Background: an optimization exercise with open tools, aiming at small area. Do not read the settings as production practice. The RTL was checked by simulation tests, not by an equivalence proof against the original design.

// mrfm_dsp
module mrfm_dsp
  (input clock,
   input reset,
   input enable,
   input serial_strobe,
   input [6:0] serial_addr,
   input [31:0] serial_data,
   input [11:0] rx_a_a,
   input [11:0] rx_b_a,
   output [15:0] adc_out,
   output [15:0] filt_out,
   output strobe_out);
Size: about 3,600 cells after synthesis, ~510 flip-flops, ~100 I/O pins, ~36,000 um^2 of cells after synthesis.
Settings: LEC_CHECK=0, ABC_AREA=1, CAP_MARGIN=20, CORE_MARGIN=2, CORE_UTILIZATION=65, CTS_CLUSTER_DIAMETER=90, CTS_CLUSTER_SIZE=22, PLACE_DENSITY=0.8, SLEW_MARGIN=20, SYNTH_HIERARCHICAL=1, SYNTH_MINIMUM_KEEP_SIZE=0; clock period 10.0 ns.
run.sh (not shown) runs the stock make flow with config.mk's settings and CLKGATE_MAP_FILE= SYNTH_SCRIPT=/design/flow/synth_recipe.tcl, a recipe that flattens the netlist after the stock synthesis.
Rerun with:
--- a/flow/design.v
+++ b/flow/design.v
@@ -107,97 +107,94 @@
       if (reset | (wr_coeff & (caddr == 4'd4)))  c4  <= cdata;
       if (reset | (wr_coeff & (caddr == 4'd5)))  c5  <= cdata;
       if (reset | (wr_coeff & (caddr == 4'd7)))  c7  <= cdata;
       if (reset | (wr_coeff & (caddr == 4'd8)))  c8  <= cdata;
       if (reset | (wr_coeff & (caddr == 4'd9)))  c9  <= cdata;
       if (reset | (wr_coeff & (caddr == 4'd10))) c10 <= cdata;
       if (reset | (wr_coeff & (caddr == 4'd11))) c11 <= cdata;
    end
    reg [23:0] cread;
    always @*
      case (phase)
-       4'd0:  cread = c1;
        4'd1:  cread = c2;
        4'd2:  cread = c3;
        4'd3:  cread = c4;
        4'd4:  cread = c5;
        4'd6:  cread = c7;
        4'd7:  cread = c8;
        4'd8:  cread = c9;
        4'd9:  cread = c10;
        4'd10: cread = c11;
        default: cread = 24'd0;
      endcase
    reg [23:0] cq;
    always @(posedge clock)
      cq <= cread;
-   reg [15:0] x0, x1, x2;        
+   reg [15:0] x1, x2;            
    reg [23:0] y1a, y1b;          
    reg [23:0] y2a, y2b;          
    reg [49:0] acc;
    wire [23:0] scaled;
    reg         v1, v2;
    always @(posedge clock)
      if (reset) begin
         v1 <= 1'b0;
         v2 <= 1'b0;
      end else if (phase == 4'd14) begin
         v1 <= 1'b1;
         v2 <= v1;
      end
    always @(posedge clock)
      if (phase == 4'd0) begin
-        x0 <= adc0;
-        x1 <= x0;
+        x1 <= adc0;
         x2 <= x1;
      end
    always @(posedge clock)
      if (phase == 4'd7) begin
         y1a <= scaled;
         y1b <= y1a;
      end
    always @(posedge clock)
      if (phase == 4'd14) begin
         y2a <= scaled;
         y2b <= y2a;
      end
    assign filt_out = y2a[23:8] & {16{v1}};
-   wire        s_x2  = (phase == 4'd1) & v2;
-   wire        s_x1  = (phase == 4'd2) & v1;
-   wire        s_x0  = (phase == 4'd3);
+   wire        s_x2  = (phase == 4'd0) & v2 | (phase == 4'd2) & v1;
+   wire        s_x1  = (phase == 4'd3);
    wire        s_y1b = ((phase == 4'd4) | (phase == 4'd7)) & v2 | (phase == 4'd8) & v1;
    wire        s_y1a = (phase == 4'd5) & v1 | (phase == 4'd9);
    wire        s_y2b = (phase == 4'd10) & v2;
    wire        s_y2a = (phase == 4'd11) & v1;
-   wire [23:0] opa = ({24{s_x2}} & {x2, 8'd0}) | ({24{s_x1}} & {x1, 8'd0}) | ({24{s_x0}} & {x0, 8'd0})
+   wire [23:0] opa = ({24{s_x2}} & {x2, 8'd0}) | ({24{s_x1}} & {x1, 8'd0})
                    | ({24{s_y1b}} & y1b) | ({24{s_y1a}} & y1a)
                    | ({24{s_y2b}} & y2b) | ({24{s_y2a}} & y2a);
+   wire [23:0] opb = (phase == 4'd0) ? c1 : cq;
    wire [49:0] sum;
-   wire [49:0] accin = (phase == 4'd1) ? 50'h2000002000000 :
-                       (phase == 4'd7) ? 50'h1aaaaad000000 : acc;
-   wire [24:0] m_bb = {cq, 1'b0};
+   wire [49:0] accin = ((phase == 4'd0) | (phase == 4'd7)) ? 50'h1aaaaad000000 : acc;
+   wire [24:0] m_bb = {opb, 1'b0};
    wire [11:0] m_one, m_two, m_neg;
    wire [24:0] m_pp [0:11];
    genvar      m_i, m_j;
    generate for (m_i = 0; m_i < 12; m_i = m_i + 1) begin : g_booth
       assign m_neg[m_i] = m_bb[2*m_i+2];
       assign m_one[m_i] = m_bb[2*m_i+1] ^ m_bb[2*m_i];
       assign m_two[m_i] = (m_bb[2*m_i+2] & ~m_bb[2*m_i+1] & ~m_bb[2*m_i])
                         | (~m_bb[2*m_i+2] & m_bb[2*m_i+1] & m_bb[2*m_i]);
       assign m_pp[m_i][0] = (m_one[m_i] & opa[0]) ^ m_neg[m_i];
       for (m_j = 1; m_j < 24; m_j = m_j + 1) begin : g_pp
          assign m_pp[m_i][m_j] = ((m_one[m_i] & opa[m_j]) | (m_two[m_i] & opa[m_j-1])) ^ m_neg[m_i];
       end
       assign m_pp[m_i][24] = ~((m_one[m_i] | m_two[m_i]) & opa[23] ^ m_neg[m_i]);
    end endgenerate
-   wire        m_wrap = (opa == 24'h800000) & (cq == 24'h800000);
+   wire        m_wrap = (opa == 24'h800000) & (opb == 24'h800000);
    wire m_s1, m_c1; mac_ha m_h1(.a(m_pp[0][22]), .b(m_pp[1][20]), .s(m_s1), .co(m_c1));
    wire m_s2, m_c2; mac_ha m_h2(.a(m_pp[0][23]), .b(m_pp[1][21]), .s(m_s2), .co(m_c2));
    wire m_s3, m_c3; mac_ha m_h3(.a(m_pp[0][24]), .b(m_pp[1][22]), .s(m_s3), .co(m_c3));
    wire m_s4, m_c4; mac_ha m_h4(.a(m_pp[0][14]), .b(m_pp[1][12]), .s(m_s4), .co(m_c4));
    wire m_s5, m_c5; mac_ha m_h5(.a(m_pp[0][15]), .b(m_pp[1][13]), .s(m_s5), .co(m_c5));
    wire m_s6, m_c6; mac_fa m_f6(.a(m_pp[0][16]), .b(m_pp[1][14]), .c(m_pp[2][12]), .s(m_s6), .co(m_c6));
    wire m_s7, m_c7; mac_ha m_h7(.a(m_pp[3][10]), .b(m_pp[4][8]), .s(m_s7), .co(m_c7));
    wire m_s8, m_c8; mac_fa m_f8(.a(m_pp[0][17]), .b(m_pp[1][15]), .c(m_pp[2][13]), .s(m_s8), .co(m_c8));
    wire m_s9, m_c9; mac_ha m_h9(.a(m_pp[3][11]), .b(m_pp[4][9]), .s(m_s9), .co(m_c9));
    wire m_s10, m_c10; mac_fa m_f10(.a(m_pp[0][18]), .b(m_pp[1][16]), .c(m_pp[2][14]), .s(m_s10), .co(m_c10));
    wire m_s11, m_c11; mac_fa m_f11(.a(m_pp[3][12]), .b(m_pp[4][10]), .c(m_pp[5][8]), .s(m_s11), .co(m_c11));
Wire length hardly moves; flip-flop and latch count is lower by 13; fmax went up by 0.41%; final cell count stays flat; utilization fell by 0.13 points; design area shrinks by 0.77%; die area went down by 1.1%; via count falls by 0.34%; synthesized area came out lower by 1.1%; register-to-register slack gains 0.23 ns; clock skew is higher by 0.0056 ns; setup slack is better by 0.038 ns.

== v6 ==
mrfm_dsp, a different RTL version from the one above (not shown whole).
Size: about 510 flip-flops, about 100 I/O pins, about 39000 sq um of cells after synthesis.
==> module mrfm_dsp, before the edit <==
module mrfm_dsp
  (input clock,
   input reset,
   input enable,
   input serial_strobe,
   input [6:0] serial_addr,
   input [31:0] serial_data,
   input [11:0] rx_a_a,
   input [11:0] rx_b_a,
   output [15:0] adc_out,
   output [15:0] filt_out,
   output strobe_out);
   reg        k0nz, k1nz;
   reg [7:0]  rate_0, rate_1;
   reg [4:0]  shift;           
   wire       wr_decim = serial_strobe & (serial_addr == 7'd64);
   wire       wr_coeff = serial_strobe & (serial_addr == 7'd67);
   wire       wr_shift = serial_strobe & (serial_addr == 7'd68);
   wire       wr_k0    = serial_strobe & (serial_addr == 7'd75);
   wire       wr_k1    = serial_strobe & (serial_addr == 7'd76);
   always @(posedge clock)
     if (reset) begin
        k0nz <= 1'b0;
        k1nz <= 1'b0;
        rate_0 <= 8'd0;
        rate_1 <= 8'd0;
        shift <= 5'd0;
     end else begin
        if (wr_k0) k0nz <= |serial_data;
        if (wr_k1) k1nz <= |serial_data;
        if (wr_decim) begin
           rate_0 <= serial_data[7:0];
           rate_1 <= serial_data[15:8];
        end
        if (wr_shift)
          shift <= (serial_data[7:0] > 8'd22) ? 5'd0 : serial_data[4:0];
     end
   wire [16:0] sum_extend = (k0nz ? {rx_a_a[11], rx_a_a, 4'b0} : 17'd0)
                          + (k1nz ? {rx_b_a[11], rx_b_a, 4'b0} : 17'd0);
   wire        in_range = sum_extend[16] == sum_extend[15];
   reg [15:0]  adc0;
   always @(posedge clock)
     adc0 <= in_range ? sum_extend[15:0] : {sum_extend[16], {15{~sum_extend[16]}}};
   assign adc_out = adc0;
   reg [7:0]  cnt0, cnt1;
   wire       strobe_0 = (cnt0 == 8'd0) & enable;
   wire       strobe_1 = (cnt1 == 8'd0) & enable & strobe_0;
   assign strobe_out = strobe_1;
   always @(posedge clock)
     if (reset | ~enable)
       cnt0 <= 8'd0;
     else if (cnt0 == 8'd0)
       cnt0 <= rate_0;
     else
       cnt0 <= cnt0 - 8'd1;
   always @(posedge clock)
     if (reset | ~enable)
       cnt1 <= 8'd0;
     else if (strobe_0)
       if (cnt1 == 8'd0)
         cnt1 <= rate_1;
       else
         cnt1 <= cnt1 - 8'd1;
   reg [3:0]  phase;
   always @(posedge clock)
     if (reset | strobe_1)
       phase <= 4'd0;
     else if (phase != 4'd15)
       phase <= phase + 4'd1;
   reg [23:0] c1, c2, c3, c4, c5, c7, c8, c9, c10, c11;
   wire [23:0] cdata = reset ? 24'd0 : serial_data[23:0];
   wire [3:0]  caddr = serial_data[27:24];
   always @(posedge clock) begin
      if (reset | (wr_coeff & (caddr == 4'd1)))  c1  <= cdata;
      if (reset | (wr_coeff & (caddr == 4'd2)))  c2  <= cdata;
      if (reset | (wr_coeff & (caddr == 4'd3)))  c3  <= cdata;
      if (reset | (wr_coeff & (caddr == 4'd4)))  c4  <= cdata;
      if (reset | (wr_coeff & (caddr == 4'd5)))  c5  <= cdata;
      if (reset | (wr_coeff & (caddr == 4'd7)))  c7  <= cdata;
      if (reset | (wr_coeff & (caddr == 4'd8)))  c8  <= cdata;
      if (reset | (wr_coeff & (caddr == 4'd9)))  c9  <= cdata;
      if (reset | (wr_coeff & (caddr == 4'd10))) c10 <= cdata;
      if (reset | (wr_coeff & (caddr == 4'd11))) c11 <= cdata;
   end
   reg [23:0] cread;
   always @*
     case (phase)
       4'd0:  cread = c1;
       4'd1:  cread = c2;
       4'd2:  cread = c3;
       4'd3:  cread = c4;
       4'd4:  cread = c5;
       4'd6:  cread = c7;
       4'd7:  cread = c8;
       4'd8:  cread = c9;
       4'd9:  cread = c10;
       4'd10: cread = c11;
       default: cread = 24'd0;
     endcase
   reg [23:0] cq;
   always @(posedge clock)
     cq <= cread;
   reg [15:0] x0, x1, x2;        
   reg [23:0] y1a, y1b;          
   reg [23:0] y2a, y2b;          
   reg [49:0] acc;
   wire [23:0] scaled;
   always @(posedge clock)
     if (reset | (phase == 4'd0)) begin
        x0 <= reset ? 16'd0 : adc0;
        x1 <= reset ? 16'd0 : x0;
        x2 <= reset ? 16'd0 : x1;
     end
   always @(posedge clock)
     if (reset | (phase == 4'd7)) begin
        y1a <= reset ? 24'd0 : scaled;
        y1b <= reset ? 24'd0 : y1a;
     end
   always @(posedge clock)
     if (reset | (phase == 4'd14)) begin
        y2a <= reset ? 24'd0 : scaled;
        y2b <= reset ? 24'd0 : y2a;
     end
   assign filt_out = y2a[23:8];
   reg [23:0] opa;
   always @*
     case (phase)
       4'd1:              opa = {x2, 8'd0};
       4'd2:              opa = {x1, 8'd0};
       4'd3:              opa = {x0, 8'd0};
       4'd4, 4'd7, 4'd8:  opa = y1b;
       4'd5, 4'd9:        opa = y1a;
       4'd10:             opa = y2b;
       4'd11:             opa = y2a;
       default:           opa = 24'd0;
     endcase
   wire [49:0] sum;
   wire [49:0] accin = (phase == 4'd1) ? 50'h2000002000000 :
                       (phase == 4'd7) ? 50'h1aaaaad000000 : acc;
   mac u_mac(.a(opa), .b(cq), .accin(accin), .sum(sum));
   always @(posedge clock)
     acc <= sum;
   wire [4:0]  shift_now = (wr_shift & (phase == 4'd7))
                           ? ((serial_data[7:0] > 8'd22) ? 5'd0 : serial_data[4:0])
                           : shift;
   wire [21:0] below;            
   genvar      gi;
   generate
      for (gi = 0; gi < 22; gi = gi + 1) begin : g_therm
         assign below[gi] = (shift_now > gi);
      end
   endgenerate
   wire        neg = acc[49];
   wire        sticky = |(acc[21:0] & below);
   wire [25:0] diff = acc[48:23] ^ {26{neg}};
   wire        over = |(diff[21:0] & ~below) | |diff[25:22];
   wire [45:0] shifted = acc[45:0] >> shift_now;
   wire [23:0] rounded = shifted[23:0] + {23'd0, neg & sticky};
   assign scaled = over ? {neg, {23{~neg}}} : rounded;
endmodule  
Settings: LEC_CHECK=0, ABC_AREA=1, CAP_MARGIN=20, CORE_MARGIN=2, CORE_UTILIZATION=40, SLEW_MARGIN=20; clock period 10.0 ns.
> inputs changed (v6 -> v7)
diff --git a/flow/design.v b/flow/design.v
--- a/flow/design.v
+++ b/flow/design.v
@@ -434,39 +434,46 @@
    reg [15:0] x0, x1, x2;        
    reg [23:0] y1a, y1b;          
    reg [23:0] y2a, y2b;          
    reg [49:0] acc;
    wire [23:0] scaled;
+   reg         v1, v2;
    always @(posedge clock)
-     if (reset | (phase == 4'd0)) begin
-        x0 <= reset ? 16'd0 : adc0;
-        x1 <= reset ? 16'd0 : x0;
-        x2 <= reset ? 16'd0 : x1;
+     if (reset) begin
+        v1 <= 1'b0;
+        v2 <= 1'b0;
+     end else if (phase == 4'd14) begin
+        v1 <= 1'b1;
+        v2 <= v1;
      end
    always @(posedge clock)
-     if (reset | (phase == 4'd7)) begin
-        y1a <= reset ? 24'd0 : scaled;
-        y1b <= reset ? 24'd0 : y1a;
+     if (phase == 4'd0) begin
+        x0 <= adc0;
+        x1 <= x0;
+        x2 <= x1;
      end
    always @(posedge clock)
-     if (reset | (phase == 4'd14)) begin
-        y2a <= reset ? 24'd0 : scaled;
-        y2b <= reset ? 24'd0 : y2a;
+     if (phase == 4'd7) begin
+        y1a <= scaled;
+        y1b <= y1a;
      end
-   assign filt_out = y2a[23:8];
-   reg [23:0] opa;
-   always @*
-     case (phase)
-       4'd1:              opa = {x2, 8'd0};
-       4'd2:              opa = {x1, 8'd0};
-       4'd3:              opa = {x0, 8'd0};
-       4'd4, 4'd7, 4'd8:  opa = y1b;
-       4'd5, 4'd9:        opa = y1a;
-       4'd10:             opa = y2b;
-       4'd11:             opa = y2a;
-       default:           opa = 24'd0;
-     endcase
+   always @(posedge clock)
+     if (phase == 4'd14) begin
+        y2a <= scaled;
+        y2b <= y2a;
+     end
+   assign filt_out = y2a[23:8] & {16{v1}};
+   wire        s_x2  = (phase == 4'd1) & v2;
+   wire        s_x1  = (phase == 4'd2) & v1;
+   wire        s_x0  = (phase == 4'd3);
+   wire        s_y1b = ((phase == 4'd4) | (phase == 4'd7)) & v2 | (phase == 4'd8) & v1;
+   wire        s_y1a = (phase == 4'd5) & v1 | (phase == 4'd9);
+   wire        s_y2b = (phase == 4'd10) & v2;
+   wire        s_y2a = (phase == 4'd11) & v1;
+   wire [23:0] opa = ({24{s_x2}} & {x2, 8'd0}) | ({24{s_x1}} & {x1, 8'd0}) | ({24{s_x0}} & {x0, 8'd0})
+                   | ({24{s_y1b}} & y1b) | ({24{s_y1a}} & y1a)
+                   | ({24{s_y2b}} & y2b) | ({24{s_y2a}} & y2a);
    wire [49:0] sum;
    wire [49:0] accin = (phase == 4'd1) ? 50'h2000002000000 :
                        (phase == 4'd7) ? 50'h1aaaaad000000 : acc;
    mac u_mac(.a(opa), .b(cq), .accin(accin), .sum(sum));
    always @(posedge clock)
Findings:
- v7 vs v6, global-route usage went up by 0.84 points.
- From v6 to v7 the numbers moved as follows: insertion delay of the later-clocked pin in the worst-skew pair decreased by 0.03 ns relative to the old numbers; worst setup slack +0.30 ns.
- First-pass GRT wire length: v6 and v7 compared, higher one is v7
- When v7 is measured against v6, its adder and majority cell fraction of the synthesized area turns out 0.15 points higher.
- Post-synthesis register bit count ends up higher on v7.

## re-timing with driven ports
The results above use ideal ports. As a check the final layouts listed here were re-extracted and re-timed, cells and wires unchanged. Step 1, drivers: a clkbuf_16 drives clock and a buf_2 each remaining input, both assumed. Step 2 also shifts input and output timing later by t, the mid clock arrival at the registers, as if the neighbouring blocks saw the same clock. Three values: ideal, step 1, step 2; two values: the first two.
run | t, ns | slack for setup (ns) | worst register clock-pin slew, ns
the first run of note 1 | 0.701 | 0.816 / 0.859 / 0.158 | 0.09 / 0.09
the second run of note 1 | 0.676 | 0.854 / 0.888 / 0.212 | 0.10 / 0.10
v6 | 0.727 | 1.239 / 1.239 / 1.239 | 0.07 / 0.07
v7 | 0.697 | 1.536 / 1.536 / 1.536 | 0.07 / 0.07
After both steps every run listed still meets setup and hold. For the first run of note 1, which loses most, drivers alone change the setup slack by +0.043 ns; drivers and shift together by -0.658 ns.
